This design comes from an exercise in tuning for small area on the open sky130 flow, not from production work.
The RTL was checked by simulation tests, not by an equivalence proof against the original design.
Power and IR drop assume default switching activity.

Setup of north:
// ekf_est
module ekf_est (
    clk,
    n_rst,
    start,
    init,
    mode,
    i_b,
    v_t,
    ready,
    ekf_vrc,
    ekf_soc,
    ekf_done
);
clock: 20.0 ns
lec_check: 0
abc_area: 1
cap_margin: 20
core_margin: 2
core_utilization: 60
cts_buf_list: sky130_fd_sc_hd__clkbuf_2 sky130_fd_sc_hd__clkbuf_4 sky130_fd_sc_hd__clkbuf_8
place_density: 0.7
slew_margin: 20
standard.sh (not shown) runs the stock make flow with config.mk's settings and CLKGATE_MAP_FILE= SYNTH_SCRIPT=/design/flow/synth_recipe.tcl, a recipe that flattens the netlist after the stock synthesis.
==> flow/flow/run.sh <==
#!/bin/bash
# The standard layout, with two changes: the port buffers are the smallest
# buffer cell, and clock tree synthesis adds no dummy loads and uses larger clusters.
set -euo pipefail
export BUFFER_PORTS_ARGS="-buffer_cell sky130_fd_sc_hd__buf_1"
export CTS_ARGS="-sink_clustering_enable -repair_clock_nets -dont_use_dummy_load -sink_clustering_size 20 -sink_clustering_max_diameter 100 -buf_list {sky130_fd_sc_hd__clkbuf_8 sky130_fd_sc_hd__clkbuf_16}"
bash standard.sh > standard_flow.log 2>&1
Relative to north, the following input files were edited for south:
==> flow/flow/run.sh <==
#!/bin/bash
# The standard layout, with two changes: the port buffers are the smallest
# buffer cell, and clock tree synthesis adds no dummy loads.
set -euo pipefail
export BUFFER_PORTS_ARGS="-buffer_cell sky130_fd_sc_hd__buf_1"
export CTS_ARGS="-sink_clustering_enable -repair_clock_nets -dont_use_dummy_load -buf_list {sky130_fd_sc_hd__clkbuf_2 sky130_fd_sc_hd__clkbuf_4 sky130_fd_sc_hd__clkbuf_8}"
bash standard.sh > standard_flow.log 2>&1
==> comparison <==
- Across both runs, clock-pin slew of the registers on the worst-case setup and hold paths was lower for south than for north.
- Going from north to south, the detailed route wirelength on metal3 was found to have gone up by 3.4%.
- Post-route cell area: higher on south

== fjord ==
Starting RTL as in the previous note.
Settings: LEC_CHECK=0, ABC_AREA=1, CAP_MARGIN=0, CORE_MARGIN=2, CORE_UTILIZATION=60, CTS_BUF_LIST=sky130_fd_sc_hd__clkbuf_2 sky130_fd_sc_hd__clkbuf_4 sky130_fd_sc_hd__clkbuf_8, PLACE_DENSITY=0.7, SLEW_MARGIN=0; clock period 20.0 ns.
==> flow/flow/run.sh <==
#!/bin/bash
# The standard layout, with two changes: the port buffers are the smallest
# buffer cell, and clock tree synthesis adds no dummy loads and uses larger clusters.
set -euo pipefail
export BUFFER_PORTS_ARGS="-buffer_cell sky130_fd_sc_hd__buf_1"
export CTS_ARGS="-sink_clustering_enable -repair_clock_nets -dont_use_dummy_load -sink_clustering_size 15 -sink_clustering_max_diameter 80 -buf_list {sky130_fd_sc_hd__clkbuf_8}"
bash standard.sh > standard_flow.log 2>&1
fjord went all the way through the flow, and no timing, DRC or antenna check failed.
What sierra does differently from fjord at the input level:
- CAP_MARGIN changed from 0 to 20
- SLEW_MARGIN changed from 0 to 20
==> flow/flow/run.sh <==
#!/bin/bash
# The standard layout, with two changes: the port buffers are the smallest
# buffer cell, and clock tree synthesis adds no dummy loads and uses larger clusters.
set -euo pipefail
export BUFFER_PORTS_ARGS="-buffer_cell sky130_fd_sc_hd__buf_1"
export CTS_ARGS="-sink_clustering_enable -repair_clock_nets -dont_use_dummy_load -sink_clustering_size 12 -sink_clustering_max_diameter 70 -buf_list {sky130_fd_sc_hd__clkbuf_4 sky130_fd_sc_hd__clkbuf_8}"
bash standard.sh > standard_flow.log 2>&1
### Flow results
When sierra is set beside fjord, its transition time at the pin with the least slew margin turns out to be 0.042 ns larger.
sierra vs. fjord: overall power after layout higher, critical path data required time has remained practically unchanged, cell area power density went up.
NOTE clock group power fjord->sierra increased by more than 10%
As far as sequential cell count goes, sierra and fjord are indistinguishable; the numbers are identical.
sierra vs. fjord: worst setup slack went up by 0.0090 ns.
Of fjord and sierra, the lower design area belongs to fjord.
Edits applied to the flow inputs when going from sierra to nickel:
==> flow/flow/run.sh <==
#!/bin/bash
# The standard layout, with two changes: the port buffers are the smallest
# buffer cell, and clock tree synthesis adds no dummy loads and uses larger clusters.
set -euo pipefail
export BUFFER_PORTS_ARGS="-buffer_cell sky130_fd_sc_hd__buf_1"
export CTS_ARGS="-sink_clustering_enable -repair_clock_nets -dont_use_dummy_load -sink_clustering_size 10 -sink_clustering_max_diameter 60 -buf_list {sky130_fd_sc_hd__clkbuf_4}"
bash standard.sh > standard_flow.log 2>&1
### Flow results
Diff sierra -> nickel: sequential cell power neither gained nor lost much, routed wire length was more or less identical, share of layout cells above drive strength 1 rose by 0.28 points.
Edits applied to the flow inputs when going from nickel to lagoon:
==> flow/run.sh (new file) <==
#!/bin/bash
# synth_recipe.tcl (not shown) runs the flow's synth.tcl, then flattens the netlist and writes it again
# the make line also repeats each setting of config.mk as NAME=value (left out here)
make -C /OpenROAD-flow-scripts/flow DESIGN_CONFIG=/design/flow/config.mk WORK_HOME=/design/flow/orfs CLKGATE_MAP_FILE= SYNTH_SCRIPT=/design/flow/synth_recipe.tcl finish
removed: flow/flow/run.sh
removed: flow/standard.sh
[summary]
nickel → lagoon: cell area rose 8.5%, area fraction in compound gates after synthesis about even, final number of max-transition violations shows no meaningful change.
On routed wire length on met3, the lower figure sits with nickel, not lagoon.
Comparing the two runs side by side, lagoon comes out behind nickel on highest clock frequency the design can meet.
Re relative area change from synthesis to final layout: nickel was lower than lagoon.
Relative to nickel, the measured slew at the worst slew-check pin of lagoon is lower by 0.086 ns.
Hold slack in lagoon is 0.022 ns higher than in nickel
For nickel and lagoon, there was not a single run that failed to finish clean.
The setup slack of lagoon is smaller than that of nickel.
Taking nickel as the reference, in lagoon global-route usage went up 0.67 points; sequential fraction of total cell area went down 3.7 points.

==> separate check: timing with driven ports <==
No port has a modelled driver above. Below, the same layouts with a new extraction and two added sets of constraints.
Step 1 sets driving cells, clkbuf_16 on the clock port and buf_2 on the other inputs (assumed; they add their load-dependent delay and slew).
Step 2 times the ports against the registers' clock, not the clock port: input delays grow and output delays shrink by t, the midpoint of the rising clock arrivals with the driver on.
a / b / c = ideal / step 1 / step 2; a / b = the first two.
run	shift t [ns]	setup WS [ns]	worst data-port slew with drivers (ns)	pins driven straight from the clock port
north	0.571	6.784 / 6.784 / 6.784	0.04	1
south	0.627	6.802 / 6.802 / 6.802	0.03	1
fjord	0.625	6.767 / 6.767 / 6.767	0.04	1
sierra	0.589	6.776 / 6.776 / 6.776	0.04	1
nickel	0.745	6.733 / 6.733 / 6.733	0.04	1
lagoon	0.641	6.260 / 6.260 / 6.260	0.04	1
After both steps every run listed still meets setup and hold.
